Background: an optimization exercise with open tools, aiming at small area, a short achievable clock period and few clock cycles. Do not read the settings as production practice. Function was checked by simulation only, so behaviour that the tests miss may differ from the original. No activity file was given, so power comes from the tool's default toggle rates.

## P
==> flow/design.v <==
`timescale 1ns/10ps
module DT(
	input 			clk,
	input			reset,
	output	reg		done ,
	output	reg		sti_rd ,
	output	reg 	[9:0]	sti_addr ,
	input		[15:0]	sti_di,
	output	reg		res_wr ,
	output	reg		res_rd ,
	output	reg 	[13:0]	res_addr ,
	output		[7:0]	res_do,
	input		[7:0]	res_di,
	output  reg fwpass_finish
	);
localparam OP_INIT  = 3'd0;
localparam OP_W     = 3'd1;    
localparam OP_RD    = 3'd2;    
localparam OP_FETCH = 3'd3;    
localparam OP_F     = 3'd4;    
localparam OP_FIX   = 3'd5;    
localparam OP_DONE  = 3'd6;
reg [2:0] op;
reg       bwd;
reg [1:0] slot;           
reg [5:0] far, mid;
reg       vf, vm;
reg       sh;             
reg [5:0] rdo;
reg       pred;
reg       nb;             
reg       la_any, la_more, la_adj, pos0;
reg [3:0] la_nx;          
assign res_do = {2'b00, rdo};
wire [6:0] arow = res_addr[13:7];
wire [6:0] acol = res_addr[6:0];
wire [3:0] apos = res_addr[3:0];
wire [5:0] di = res_di[5:0];
wire       c_fr = far < rdo;
wire       c_mr = mid < rdo;
wire       c_mf = mid < far;
wire       sel_r = !c_fr && !c_mr;
wire       sel_f = !sel_r && !c_mf;
wire [5:0] mk = sel_r ? rdo : (sel_f ? far : mid);        
wire [5:0] rdo1 = (&rdo) ? rdo : rdo + 6'd1;
wire [5:0] far1 = (&far) ? far : far + 6'd1;
wire [5:0] mid1 = (&mid) ? mid : mid + 6'd1;
wire [5:0] mk1 = sel_r ? rdo1 : (sel_f ? far1 : mid1);
wire [5:0] di1 = di + 6'd1;                              
wire       flt = di < rdo;
wire       fgt = rdo < di;
wire       dlt = flt && (di < far) && (di < mid);
wire [5:0] m1 = dlt ? di1 : mk1;
wire       mz = (mk == 6'd0) || (di == 6'd0);
wire [5:0] wf = sh ? far : mid;
wire       wvf = sh ? vf : vm;
wire       wvm = sh && vm;
wire       zks = (wvf && wf == 6'd0) || (wvm && mid == 6'd0);
wire [1:0] s0 = !wvf ? 2'd0 : !wvm ? 2'd1 : 2'd2;
wire [6:0] rowp1 = arow + 7'd1;
wire [6:0] rowm1 = arow - 7'd1;
wire [6:0] colp1 = acol + 7'd1;
wire [6:0] colp2 = acol + 7'd2;
wire [6:0] colm1 = acol - 7'd1;
wire [6:0] colm2 = acol - 7'd2;
wire [6:0] colps = (s0 == 2'd0) ? acol : (s0 == 2'd1) ? colp1 : colp2;
wire [6:0] colms = (s0 == 2'd0) ? acol : (s0 == 2'd1) ? colm1 : colm2;
wire [15:0] bits;                        
genvar gi;
generate for (gi = 0; gi < 16; gi = gi + 1) begin : g_bits
	assign bits[gi] = sti_di[15-gi];
end endgenerate
wire [3:0] nbi = (op == OP_W) ? apos + 4'd2 : apos;
wire       nb_n = bits[nbi];
wire inter_n = (arow != 7'd0) && (arow != 7'd127) && (acol <= 7'd125);
wire objn = inter_n && nb;
wire [15:0] meff = bits & {bits[14:0], 1'b1};
wire [15:0] msh = {meff[14:0], 1'b0};
wire        refresh = sti_rd;           
integer k;
reg [15:0] below;
always @(*) begin
	for (k = 0; k < 16; k = k + 1) below[k] = refresh || (k < la_nx);
end
wire [15:0] cand = meff & below;
wire [7:0] a1, m1t, i1;
wire [3:0] a2, m2; wire [7:0] i2;
wire [1:0] a3, m3; wire [5:0] i3;
generate for (gi = 0; gi < 8; gi = gi + 1) begin : g_t1
	assign a1[gi] = cand[2*gi+1] | cand[2*gi];
	assign m1t[gi] = cand[2*gi+1] & cand[2*gi];
	assign i1[gi] = cand[2*gi+1];
end endgenerate
generate for (gi = 0; gi < 4; gi = gi + 1) begin : g_t2
	assign a2[gi] = a1[2*gi+1] | a1[2*gi];
	assign m2[gi] = m1t[2*gi+1] | m1t[2*gi] | (a1[2*gi+1] & a1[2*gi]);
	assign i2[2*gi+1] = a1[2*gi+1];
	assign i2[2*gi] = a1[2*gi+1] ? i1[2*gi+1] : i1[2*gi];
end endgenerate
generate for (gi = 0; gi < 2; gi = gi + 1) begin : g_t3
	assign a3[gi] = a2[2*gi+1] | a2[2*gi];
	assign m3[gi] = m2[2*gi+1] | m2[2*gi] | (a2[2*gi+1] & a2[2*gi]);
	assign i3[3*gi+2] = a2[2*gi+1];
	assign i3[3*gi+1:3*gi] = a2[2*gi+1] ? i2[4*gi+3:4*gi+2] : i2[4*gi+1:4*gi];
end endgenerate
wire       s_any = a3[1] | a3[0];
wire       s_more = m3[1] | m3[0] | (a3[1] & a3[0]);
wire [3:0] s_nx = a3[1] ? {1'b1, i3[5:3]} : {1'b0, i3[2:0]};
wire       s_adj = refresh ? (pos0 && meff[15]) : msh[la_nx];
wire       wany = |meff;
reg [2:0] n_op; reg n_bwd; reg [1:0] n_slot;
reg [5:0] n_far, n_mid; reg n_vf, n_vm, n_sh;
reg [5:0] n_rdo; reg n_pred;
reg [13:0] n_addr; reg n_rd, n_wr, n_srd; reg [9:0] n_saddr; reg n_done, n_fw;
reg mv;                   
reg n_pos0;
reg [2:0] np_op;
reg np_mv, np_one, np_srd, np_done, np_rd, np_wr, np_pos0;
reg [13:0] np_addr;
wire lastw = (sti_addr == 10'd8);
always @(*) begin
	np_op = OP_FETCH; np_mv = 1'b0; np_one = 1'b0; np_srd = 1'b0; np_done = 1'b0;
	np_rd = 1'b0; np_wr = 1'b0; np_addr = res_addr; np_pos0 = pos0;
	if (sti_rd) begin
		if (op == OP_FETCH && !wany) begin
			if (lastw) begin np_op = OP_DONE; np_done = 1'b1; end
			else begin np_srd = 1'b1; np_pos0 = 1'b0; end
		end
	end else if (la_any) begin
		np_mv = 1'b1; np_rd = 1'b1; np_pos0 = (la_nx == 4'd0);
		np_srd = !la_more && !lastw;
		if (la_adj && !zks) begin
			np_op = OP_RD; np_addr = {rowp1, colms};
		end else begin
			np_op = OP_F; np_wr = 1'b1; np_one = 1'b1; np_addr = {sti_addr, la_nx};
		end
	end else if (lastw) begin
		np_op = OP_DONE; np_done = 1'b1;
	end else begin
		np_srd = 1'b1; np_pos0 = 1'b0;
	end
end
wire fix = (op == OP_F) && (res_wr ? flt : fgt);
wire [5:0] rval = (op == OP_F && flt) ? di : rdo;
always @(*) begin
	n_op = op; n_bwd = bwd; n_slot = slot;
	n_far = far; n_mid = mid; n_vf = vf; n_vm = vm; n_sh = sh;
	n_rdo = rdo; n_pred = pred;
	n_addr = res_addr; n_rd = 1'b0; n_wr = 1'b0; n_srd = 1'b0; n_saddr = sti_addr;
	n_done = 1'b0; n_fw = 1'b0; mv = 1'b0; n_pos0 = pos0;
	case (op)
	OP_INIT: begin
		n_bwd = 1'b0; n_op = OP_W; n_wr = 1'b1; n_addr = 14'd0; n_rdo = 6'd0;
		n_saddr = 10'd1; n_vf = 1'b0; n_vm = 1'b0; n_sh = 1'b0;
	end
	OP_W: begin
		if (sti_rd) n_saddr = sti_addr + 10'd1;
		if (res_addr == 14'd16383) begin
			n_op = OP_FETCH; n_bwd = 1'b1; n_srd = 1'b1; n_saddr = 10'd1015;
			n_pred = 1'b1; n_pos0 = 1'b0;
		end else begin
			n_far = wf; n_vf = wvf; n_vm = wvm; n_sh = 1'b0;
			if (objn && !(rdo == 6'd0 || zks)) begin
				n_op = OP_RD; n_slot = s0; n_rd = 1'b1;
				n_addr = {rowm1, colps};
			end else begin
				n_op = OP_W; n_wr = 1'b1; n_rdo = {5'd0, objn};
				n_addr = {(acol == 7'd127) ? rowp1 : arow, colp1};
				n_srd = (apos == 4'hd); n_fw = (res_addr == 14'd16382);
			end
		end
	end
	OP_RD: begin
		if (slot == 2'd2) begin
			n_far = mid; n_mid = di; n_vf = 1'b1; n_vm = 1'b1; n_sh = 1'b1;
			n_rdo = m1;
			if (!bwd) begin
				n_op = OP_W; n_wr = 1'b1; n_srd = (apos == 4'hf);
				n_addr = {rowp1, colm1};
			end else begin
				n_op = OP_F; n_rd = 1'b1; n_wr = pred || mz;
				n_addr = {rowm1, colp1};
			end
		end else begin
			if (slot == 2'd0) begin n_far = di; n_vf = 1'b1; end
			else begin n_mid = di; n_vm = 1'b1; end
			n_slot = slot + 2'd1; n_op = OP_RD; n_rd = 1'b1;
			n_addr = {arow, bwd ? colm1 : colp1};
		end
	end
	OP_DONE: begin
		n_done = 1'b1;
	end
	default: begin  
		if (op == OP_F) n_pred = !flt;
		if (fix) begin
			n_op = OP_FIX; n_wr = 1'b1; n_rdo = rval;
		end else begin
			n_op = np_op; n_slot = s0; n_addr = np_addr;
			n_rd = np_rd; n_wr = np_wr; n_srd = np_srd; n_done = np_done;
			n_pos0 = np_pos0; mv = np_mv;
			n_rdo = np_one ? 6'd1 : rval;
			if (np_srd) n_saddr = sti_addr - 10'd1;
			if (np_mv) begin
				n_sh = 1'b0;
				if (la_adj) begin
					n_far = wf; n_vf = wvf; n_vm = wvm;
				end else begin
					n_vf = 1'b0; n_vm = 1'b0;
				end
			end
		end
	end
	endcase
end
always @(posedge clk or negedge reset) begin
	if (!reset) begin
		op <= OP_INIT; res_rd <= 1'b0; res_wr <= 1'b0; sti_rd <= 1'b0;
		done <= 1'b0; fwpass_finish <= 1'b0;
	end else begin
		op <= n_op; res_rd <= n_rd; res_wr <= n_wr; sti_rd <= n_srd;
		done <= n_done; fwpass_finish <= n_fw;
	end
end
always @(posedge clk) begin
	bwd <= n_bwd; slot <= n_slot;
	far <= n_far; mid <= n_mid; vf <= n_vf; vm <= n_vm; sh <= n_sh;
	rdo <= n_rdo; pred <= n_pred; pos0 <= n_pos0;
	res_addr <= n_addr; sti_addr <= n_saddr;
	if (!bwd) begin
		if (op != OP_RD || slot == 2'd2) nb <= nb_n;
	end
	if (bwd && (refresh || mv)) begin
		la_any <= s_any; la_more <= s_more; la_nx <= s_nx; la_adj <= s_adj;
	end
end
endmodule
make LEC_CHECK=0 CAP_MARGIN=20 CORE_MARGIN=2 CORE_UTILIZATION=65 CTS_BUF_LIST=sky130_fd_sc_hd__clkbuf_8 CTS_CLUSTER_SIZE=40 SETUP_SLACK_MARGIN=2.0 SLEW_MARGIN=20 finish   # period 5.0 ns
run.sh (not shown) runs the stock make flow with config.mk's settings and CLKGATE_MAP_FILE= SYNTH_SCRIPT=/design/flow/synth_recipe.tcl, a recipe that flattens the netlist after the stock synthesis.
P completed end to end with timing, DRC and antenna clean.
Testbench counts of P, summed over its fixed seeds: cycles 587,452.
Input-level comparison between Q and P:
--- a/flow/design.v
+++ b/flow/design.v
@@ -22,11 +22,10 @@
 localparam OP_DONE  = 3'd6;
 reg [2:0] op;
 reg       bwd;
 reg [1:0] slot;           
-reg [5:0] far, mid;
-reg       vf, vm;
-reg       sh;             
+reg [5:0] far, mid, near;
+reg       vf, vm, vn;
 reg [5:0] rdo;
 reg       pred;
 reg       nb;             
 reg       la_any, la_more, la_adj, pos0;
@@ -51,13 +50,10 @@
 wire       fgt = rdo < di;
 wire       dlt = flt && (di < far) && (di < mid);
 wire [5:0] m1 = dlt ? di1 : mk1;
 wire       mz = (mk == 6'd0) || (di == 6'd0);
-wire [5:0] wf = sh ? far : mid;
-wire       wvf = sh ? vf : vm;
-wire       wvm = sh && vm;
-wire       zks = (wvf && wf == 6'd0) || (wvm && mid == 6'd0);
-wire [1:0] s0 = !wvf ? 2'd0 : !wvm ? 2'd1 : 2'd2;
+wire       zks = (vm && mid == 6'd0) || (vn && near == 6'd0);
+wire [1:0] s0 = !vm ? 2'd0 : !vn ? 2'd1 : 2'd2;
 wire [6:0] rowp1 = arow + 7'd1;
 wire [6:0] rowm1 = arow - 7'd1;
 wire [6:0] colp1 = acol + 7'd1;
 wire [6:0] colp2 = acol + 7'd2;
@@ -108,9 +104,9 @@
 wire [3:0] s_nx = a3[1] ? {1'b1, i3[5:3]} : {1'b0, i3[2:0]};
 wire       s_adj = refresh ? (pos0 && meff[15]) : msh[la_nx];
 wire       wany = |meff;
 reg [2:0] n_op; reg n_bwd; reg [1:0] n_slot;
-reg [5:0] n_far, n_mid; reg n_vf, n_vm, n_sh;
+reg [5:0] n_far, n_mid, n_near; reg n_vf, n_vm, n_vn;
 reg [5:0] n_rdo; reg n_pred;
 reg [13:0] n_addr; reg n_rd, n_wr, n_srd; reg [9:0] n_saddr; reg n_done, n_fw;
 reg mv;                   
 reg n_pos0;
@@ -143,24 +139,24 @@
 wire fix = (op == OP_F) && (res_wr ? flt : fgt);
 wire [5:0] rval = (op == OP_F && flt) ? di : rdo;
 always @(*) begin
 	n_op = op; n_bwd = bwd; n_slot = slot;
-	n_far = far; n_mid = mid; n_vf = vf; n_vm = vm; n_sh = sh;
+	n_far = far; n_mid = mid; n_near = near; n_vf = vf; n_vm = vm; n_vn = vn;
 	n_rdo = rdo; n_pred = pred;
 	n_addr = res_addr; n_rd = 1'b0; n_wr = 1'b0; n_srd = 1'b0; n_saddr = sti_addr;
 	n_done = 1'b0; n_fw = 1'b0; mv = 1'b0; n_pos0 = pos0;
 	case (op)
 	OP_INIT: begin
 		n_bwd = 1'b0; n_op = OP_W; n_wr = 1'b1; n_addr = 14'd0; n_rdo = 6'd0;
-		n_saddr = 10'd1; n_vf = 1'b0; n_vm = 1'b0; n_sh = 1'b0;
+		n_saddr = 10'd1; n_vf = 1'b0; n_vm = 1'b0; n_vn = 1'b0;
 	end
 	OP_W: begin
 		if (sti_rd) n_saddr = sti_addr + 10'd1;
 		if (res_addr == 14'd16383) begin
 			n_op = OP_FETCH; n_bwd = 1'b1; n_srd = 1'b1; n_saddr = 10'd1015;
 			n_pred = 1'b1; n_pos0 = 1'b0;
 		end else begin
-			n_far = wf; n_vf = wvf; n_vm = wvm; n_sh = 1'b0;
+			n_far = mid; n_mid = near; n_vf = vm; n_vm = vn; n_vn = 1'b0;
 			if (objn && !(rdo == 6'd0 || zks)) begin
 				n_op = OP_RD; n_slot = s0; n_rd = 1'b1;
 				n_addr = {rowm1, colps};
 			end else begin
@@ -171,9 +167,9 @@
 		end
 	end
 	OP_RD: begin
 		if (slot == 2'd2) begin
-			n_far = mid; n_mid = di; n_vf = 1'b1; n_vm = 1'b1; n_sh = 1'b1;
+			n_near = di; n_vn = 1'b1;
 			n_rdo = m1;
 			if (!bwd) begin
 				n_op = OP_W; n_wr = 1'b1; n_srd = (apos == 4'hf);
 				n_addr = {rowp1, colm1};
@@ -201,11 +197,11 @@
 			n_pos0 = np_pos0; mv = np_mv;
 			n_rdo = np_one ? 6'd1 : rval;
 			if (np_srd) n_saddr = sti_addr - 10'd1;
 			if (np_mv) begin
-				n_sh = 1'b0;
+				n_vn = 1'b0;
 				if (la_adj) begin
-					n_far = wf; n_vf = wvf; n_vm = wvm;
+					n_far = mid; n_mid = near; n_vf = vm; n_vm = vn;
 				end else begin
 					n_vf = 1'b0; n_vm = 1'b0;
 				end
 			end
@@ -223,9 +219,9 @@
 	end
 end
 always @(posedge clk) begin
 	bwd <= n_bwd; slot <= n_slot;
-	far <= n_far; mid <= n_mid; vf <= n_vf; vm <= n_vm; sh <= n_sh;
+	far <= n_far; mid <= n_mid; near <= n_near; vf <= n_vf; vm <= n_vm; vn <= n_vn;
 	rdo <= n_rdo; pred <= n_pred; pos0 <= n_pos0;
 	res_addr <= n_addr; sti_addr <= n_saddr;
 	if (!bwd) begin
 		if (op != OP_RD || slot == 2'd2) nb <= nb_n;
Findings:
Routed length per placed instance (Q over P): decrease, 1.3%
Q vs P: gate count after technology mapping down
Q against P: minimum period implied by the final worst setup slack has decreased, utilization went down, final clock period utilization by the worst path level.
Against P, sequential logic power in Q rose by a few percent.
Testbench counts of Q, summed over its fixed seeds: cycles 587,452.

## static timing again, ports no longer ideal
How much do the figures lean on ideal ports? The routed layouts below were timed once more, with nothing changed but the port constraints.
Step 1 assumes that a clkbuf_16 drives the clock port and a buf_2 every other input.
Step 2 moves the port delays by t, midway between the first and last clock arrival at a register: inputs arrive t later, outputs are due t later. That takes back most of the time a late clock gives input paths.
Slacks: ideal ports / drivers / drivers and shift; pairs: ideal ports / drivers.
| run | shift t [ns] | setup WS [ns] | hold slack, ns | latest minus earliest clock arrival (ns) |
|---|---|---|---|---|
| P | 0.389 | 2.031 / 2.034 / 1.645 | 0.586 / 0.586 / 0.586 | 0.015 / 0.016 |
| Q | 0.396 | 2.036 / 2.046 / 1.651 | 0.566 / 0.566 / 0.566 | 0.018 / 0.019 |
After both steps setup and hold are still met in every run listed. The setup slack of P, which loses most, moves by +0.003 ns with the drivers and by -0.386 ns with both steps.
